Source: an optimization exercise on an open RTL-to-GDS flow (aim: small area, a short achievable clock period and few clock cycles per item). Production flows keep margins and buffers that such runs may drop. Where RTL was checked, it was by simulation tests only, not by an equivalence proof against the original.

== north ==
Design unsigned_nonrestoring, start of the top module:
module unsigned_nonrestoring #(
    parameter int WIDTH = 32
) (
    input logic go,
    input logic[WIDTH-1:0] divisor,
    input logic[WIDTH-1:0] dividend,
    input logic clk, rst,
    output logic done,
    output logic[WIDTH-1:0] quotient,
    output logic[WIDTH-1:0] remainder,
    output logic divide_by_zero
);
Size in the first run: ~980 cells after synthesis, roughly 0.0086 mm^2 of cells after synthesis.
==> module unsigned_nonrestoring, before the edit <==
module unsigned_nonrestoring #(
    parameter int WIDTH = 32
) (
    input logic go,
    input logic[WIDTH-1:0] divisor,
    input logic[WIDTH-1:0] dividend,
    input logic clk, rst,
    output logic done,
    output logic[WIDTH-1:0] quotient,
    output logic[WIDTH-1:0] remainder,
    output logic divide_by_zero
);
logic align_R, iter_R, done_R, dbz_R;
logic [4:0] cnt_R;
logic [31:0] Q_R, R_R, B_R;
logic [5:0] lza_R, lzb_R;
assign done = done_R;
assign divide_by_zero = dbz_R;
assign quotient = Q_R;
assign remainder = R_R;
function automatic logic [5:0] lzc32(input logic [31:0] x);
    logic [15:0] v1; logic [15:0] c1;
    logic [7:0] v2; logic [1:0] c2 [8];
    logic [3:0] v3; logic [2:0] c3 [4];
    logic [1:0] v4; logic [3:0] c4 [2];
    for (int i = 0; i < 16; i++) begin
        v1[i] = x[2*i+1] | x[2*i];
        c1[i] = ~x[2*i+1];
    end
    for (int i = 0; i < 8; i++) begin
        v2[i] = v1[2*i+1] | v1[2*i];
        c2[i] = v1[2*i+1] ? {1'b0, c1[2*i+1]} : {1'b1, c1[2*i]};
    end
    for (int i = 0; i < 4; i++) begin
        v3[i] = v2[2*i+1] | v2[2*i];
        c3[i] = v2[2*i+1] ? {1'b0, c2[2*i+1]} : {1'b1, c2[2*i]};
    end
    for (int i = 0; i < 2; i++) begin
        v4[i] = v3[2*i+1] | v3[2*i];
        c4[i] = v3[2*i+1] ? {1'b0, c3[2*i+1]} : {1'b1, c3[2*i]};
    end
    if (v4[1]) lzc32 = {2'b00, c4[1]};
    else if (v4[0]) lzc32 = {2'b01, c4[0]};
    else lzc32 = 6'd32;
endfunction
logic [6:0] d;
logic [31:0] bsh;
logic bzero, qzero;
always_comb begin
    d = {1'b0, lzb_R} - {1'b0, lza_R};
    bzero = lzb_R[5];
    qzero = d[6];
    bsh = B_R << d[4:0];
end
logic [32:0] diff;
logic qd;
always_comb begin
    diff = {1'b0, R_R} - {1'b0, B_R};
    qd = !diff[32];
end
always_ff @(posedge clk or posedge rst) begin
    if (rst) begin
        align_R <= 1'b0;
        iter_R <= 1'b0;
        done_R <= 1'b0;
        dbz_R <= 1'b0;
    end else begin
        done_R <= 1'b0;
        if (align_R) begin
            align_R <= 1'b0;
            dbz_R <= bzero;
            if (bzero || qzero) done_R <= 1'b1;
            else iter_R <= 1'b1;
        end else if (iter_R) begin
            if (cnt_R == 5'd0) begin
                iter_R <= 1'b0;
                done_R <= 1'b1;
            end
        end else if (go) begin
            align_R <= 1'b1;
        end
    end
end
always_ff @(posedge clk) begin
    if (align_R) begin
        B_R <= bsh;
        Q_R <= '0;
        cnt_R <= d[4:0];
    end else if (iter_R) begin
        if (qd) R_R <= diff[31:0];
        B_R <= {1'b0, B_R[31:1]};
        Q_R <= {Q_R[30:0], qd};
        cnt_R <= cnt_R - 5'd1;
    end else begin
        R_R <= dividend;
        B_R <= divisor;
        lza_R <= lzc32(dividend);
        lzb_R <= lzc32(divisor);
    end
end
endmodule
export LEC_CHECK = 0
export CAP_MARGIN = 20
export CORE_MARGIN = 2
export CORE_UTILIZATION = 40
export SETUP_SLACK_MARGIN = 3.5
export SLEW_MARGIN = 20
create_clock -name core_clock -period 6.0 [get_ports {clk}]
run.sh (not shown) runs the stock make flow with config.mk's settings and CLKGATE_MAP_FILE= SYNTH_SCRIPT=/design/flow/synth_recipe.tcl, a recipe that flattens the netlist after the stock synthesis.
Inputs modified between north and south:
diff --git a/flow/design.v b/flow/design.v
--- a/flow/design.v
+++ b/flow/design.v
@@ -47,13 +47,13 @@
 logic [31:0] bsh;
 logic bzero, qzero;
 always_comb begin
     d = {1'b0, lzb_R} - {1'b0, lza_R};
     bzero = lzb_R[5];
     qzero = d[6];
-    bsh = B_R << d[4:0];
+    bsh = divisor << d[4:0];
 end
 logic [32:0] diff;
 logic qd;
 always_comb begin
     diff = {1'b0, R_R} - {1'b0, B_R};
     qd = !diff[32];
@@ -79,23 +79,21 @@
         end else if (go) begin
             align_R <= 1'b1;
         end
     end
 end
 always_ff @(posedge clk) begin
+    lza_R <= lzc32(dividend);
+    lzb_R <= lzc32(divisor);
     if (align_R) begin
         B_R <= bsh;
         Q_R <= '0;
         cnt_R <= d[4:0];
-    end else if (iter_R) begin
-        if (qd) R_R <= diff[31:0];
+    end else begin
         B_R <= {1'b0, B_R[31:1]};
         Q_R <= {Q_R[30:0], qd};
         cnt_R <= cnt_R - 5'd1;
-    end else begin
-        R_R <= dividend;
-        B_R <= divisor;
-        lza_R <= lzc32(dividend);
-        lzb_R <= lzc32(divisor);
     end
+    if (!align_R && !iter_R) R_R <= dividend;
+    else if (iter_R && qd) R_R <= diff[31:0];
 end
 endmodule
Findings:
Row fraction of standard cell area that is sequential: south higher / north lower. The run showing the greater minimum setup slack after placement is north. There was hardly any difference in number of failing setup endpoints in the final timing report between north and south. Vias: south below north. south vs north on number of nets in the finished design: south is the lower one. Compared with north, multi-input combinational cell area in south decreased by more than 10%. Die area delta for south relative to north: about 9% lower. south vs north — amount of wire on met2 after detailed routing dropped 15%. [compare] base=north new=south: fraction of cell area in non-clock buffers went down 0.80 points, async set-or-reset flop fraction in the synthesized netlist neither gained nor lost much.
Testbench counts of south, summed over its fixed seeds: cycles 32,890, divisions 3,200.
No functional check of the RTL was part of north.

The RTL this note starts from:
==> flow/design.v <==
module unsigned_nonrestoring #(
    parameter int WIDTH = 32
) (
    input logic go,
    input logic[WIDTH-1:0] divisor,
    input logic[WIDTH-1:0] dividend,
    input logic clk, rst,
    output logic done,
    output logic[WIDTH-1:0] quotient,
    output logic[WIDTH-1:0] remainder,
    output logic divide_by_zero
);
logic align_R, iter_R, done_R, dbz_R;
logic [4:0] cnt_R;
logic [31:0] Q_R, R_R, B_R;
logic [5:0] lza_R, lzb_R;
assign done = done_R;
assign divide_by_zero = dbz_R;
assign quotient = Q_R;
assign remainder = R_R;
function automatic logic [5:0] lzc32(input logic [31:0] x);
    logic [15:0] v1; logic [15:0] c1;
    logic [7:0] v2; logic [1:0] c2 [8];
    logic [3:0] v3; logic [2:0] c3 [4];
    logic [1:0] v4; logic [3:0] c4 [2];
    for (int i = 0; i < 16; i++) begin
        v1[i] = x[2*i+1] | x[2*i];
        c1[i] = ~x[2*i+1];
    end
    for (int i = 0; i < 8; i++) begin
        v2[i] = v1[2*i+1] | v1[2*i];
        c2[i] = v1[2*i+1] ? {1'b0, c1[2*i+1]} : {1'b1, c1[2*i]};
    end
    for (int i = 0; i < 4; i++) begin
        v3[i] = v2[2*i+1] | v2[2*i];
        c3[i] = v2[2*i+1] ? {1'b0, c2[2*i+1]} : {1'b1, c2[2*i]};
    end
    for (int i = 0; i < 2; i++) begin
        v4[i] = v3[2*i+1] | v3[2*i];
        c4[i] = v3[2*i+1] ? {1'b0, c3[2*i+1]} : {1'b1, c3[2*i]};
    end
    if (v4[1]) lzc32 = {2'b00, c4[1]};
    else if (v4[0]) lzc32 = {2'b01, c4[0]};
    else lzc32 = 6'd32;
endfunction
logic [6:0] d;
logic [31:0] bsh;
logic bzero, qzero;
always_comb begin
    d = {1'b0, lzb_R} - {1'b0, lza_R};
    bzero = lzb_R[5];
    qzero = d[6];
    bsh = divisor << d[4:0];
end
function automatic logic ge32(input logic [31:0] x, input logic [31:0] y);
    logic [31:0] g0, e0;
    logic [15:0] g1, e1;
    logic [7:0] g2, e2;
    logic [3:0] g3, e3;
    logic [1:0] g4, e4;
    g0 = x & ~y;
    e0 = ~(x ^ y);
    for (int i = 0; i < 16; i++) begin
        g1[i] = g0[2*i+1] | (e0[2*i+1] & g0[2*i]);
        e1[i] = e0[2*i+1] & e0[2*i];
    end
    for (int i = 0; i < 8; i++) begin
        g2[i] = g1[2*i+1] | (e1[2*i+1] & g1[2*i]);
        e2[i] = e1[2*i+1] & e1[2*i];
    end
    for (int i = 0; i < 4; i++) begin
        g3[i] = g2[2*i+1] | (e2[2*i+1] & g2[2*i]);
        e3[i] = e2[2*i+1] & e2[2*i];
    end
    for (int i = 0; i < 2; i++) begin
        g4[i] = g3[2*i+1] | (e3[2*i+1] & g3[2*i]);
        e4[i] = e3[2*i+1] & e3[2*i];
    end
    ge32 = g4[1] | (e4[1] & (g4[0] | e4[0]));
endfunction
logic [32:0] diff;
logic qd;
always_comb begin
    diff = {1'b0, R_R} - {1'b0, B_R};
    qd = ge32(R_R, B_R);
end
always_ff @(posedge clk or posedge rst) begin
    if (rst) begin
        align_R <= 1'b0;
        iter_R <= 1'b0;
        done_R <= 1'b0;
        dbz_R <= 1'b0;
    end else begin
        done_R <= 1'b0;
        if (align_R) begin
            align_R <= 1'b0;
            dbz_R <= bzero;
            if (bzero || qzero) done_R <= 1'b1;
            else iter_R <= 1'b1;
        end else if (iter_R) begin
            if (cnt_R == 5'd0) begin
                iter_R <= 1'b0;
                done_R <= 1'b1;
            end
        end else if (go) begin
            align_R <= 1'b1;
        end
    end
end
always_ff @(posedge clk) begin
    lza_R <= lzc32(dividend);
    lzb_R <= lzc32(divisor);
    if (align_R) begin
        B_R <= bsh;
        Q_R <= '0;
        cnt_R <= d[4:0];
    end else begin
        B_R <= {1'b0, B_R[31:1]};
        Q_R <= {Q_R[30:0], qd};
        cnt_R <= cnt_R - 5'd1;
    end
    if (!align_R && !iter_R) R_R <= dividend;
    else if (iter_R && qd) R_R <= diff[31:0];
end
endmodule
export LEC_CHECK = 0
export CAP_MARGIN = 20
export CORE_MARGIN = 2
export CORE_UTILIZATION = 40
export CTS_BUF_LIST = sky130_fd_sc_hd__clkbuf_8
export SETUP_SLACK_MARGIN = 3.0
export SLEW_MARGIN = 20
create_clock -name core_clock -period 6.0 [get_ports {clk}]
standard.sh (not shown) runs the stock make flow with config.mk's settings and CLKGATE_MAP_FILE= SYNTH_SCRIPT=/design/flow/synth_recipe.tcl, a recipe that flattens the netlist after the stock synthesis.
==> flow/flow/run.sh <==
#!/bin/bash
# The standard layout, with the port buffers made from the smallest plain buffer
# (buf_1) instead of the cell buffer_ports picks by itself.
set -euo pipefail
bash standard.sh 'BUFFER_PORTS_ARGS=-buffer_cell sky130_fd_sc_hd__buf_1' finish > make.log 2>&1
Testbench counts at the start, summed over its fixed seeds: cycles 32,890, divisions 3,200.
Change:
--- a/flow/design.v
+++ b/flow/design.v
@@ -52,37 +52,11 @@
     qzero = d[6];
     bsh = divisor << d[4:0];
 end
-function automatic logic ge32(input logic [31:0] x, input logic [31:0] y);
-    logic [31:0] g0, e0;
-    logic [15:0] g1, e1;
-    logic [7:0] g2, e2;
-    logic [3:0] g3, e3;
-    logic [1:0] g4, e4;
-    g0 = x & ~y;
-    e0 = ~(x ^ y);
-    for (int i = 0; i < 16; i++) begin
-        g1[i] = g0[2*i+1] | (e0[2*i+1] & g0[2*i]);
-        e1[i] = e0[2*i+1] & e0[2*i];
-    end
-    for (int i = 0; i < 8; i++) begin
-        g2[i] = g1[2*i+1] | (e1[2*i+1] & g1[2*i]);
-        e2[i] = e1[2*i+1] & e1[2*i];
-    end
-    for (int i = 0; i < 4; i++) begin
-        g3[i] = g2[2*i+1] | (e2[2*i+1] & g2[2*i]);
-        e3[i] = e2[2*i+1] & e2[2*i];
-    end
-    for (int i = 0; i < 2; i++) begin
-        g4[i] = g3[2*i+1] | (e3[2*i+1] & g3[2*i]);
-        e4[i] = e3[2*i+1] & e3[2*i];
-    end
-    ge32 = g4[1] | (e4[1] & (g4[0] | e4[0]));
-endfunction
 logic [32:0] diff;
 logic qd;
 always_comb begin
     diff = {1'b0, R_R} - {1'b0, B_R};
-    qd = ge32(R_R, B_R);
+    qd = R_R >= B_R;
 end
 always_ff @(posedge clk or posedge rst) begin
     if (rst) begin
- The new run ran to the end with no violations
- synthesized area went down by a few percent
- cell area goes down by a few percent
- core utilization came out higher by 1.8 points
- worst setup slack degrades by 0.044 ns
- non-clock buffer count is higher by 2
- count of clock-buffer cells in the layout stays the same
- routed wire length fell by a few percent
- cell count goes down by a few percent
- maximum frequency falls slightly
- die area fell by a few percent
- synthesized cell count goes down by a few percent
Testbench counts after the change, summed over its fixed seeds: cycles 32,890, divisions 3,200.

-- static timing again, ports no longer ideal --
In the flow no input, the clock included, has a driving cell. The finished layouts below were timed again as built, in two steps. Step 1 assumes that a clkbuf_16 drives the clock port and a buf_2 every other input. Step 2 moves the port delays by t, midway between the first and last clock arrival at a register: inputs arrive t later, outputs are due t later. That takes back most of the time a late clock gives input paths. Slacks: ideal / step 1 / step 2; pairs: ideal / step 1.
| run | t, ns | slack for setup (ns) | worst setup path at the end | slew at the worst register clock pin (ns) | worst slew at a driven data input, ns |
|---|---|---|---|---|---|
| north | 0.476 | 2.973 / 2.973 / 2.882 | input to register | 0.07 / 0.07 | 0.07 |
| south | 0.468 | 2.958 / 2.958 / 2.958 | register to register | 0.06 / 0.06 | 0.04 |
| the first run of note 2 | 0.492 | 3.106 / 3.106 / 2.859 | input to register | 0.08 / 0.08 | 0.04 |
| the second run of note 2 | 0.475 | 3.062 / 3.062 / 2.633 | input to register | 0.10 / 0.10 | 0.04 |
After both steps every run listed still meets setup and hold. For the second run of note 2, which loses most, drivers alone change the setup slack by 0.000 ns; drivers and shift together by -0.429 ns.
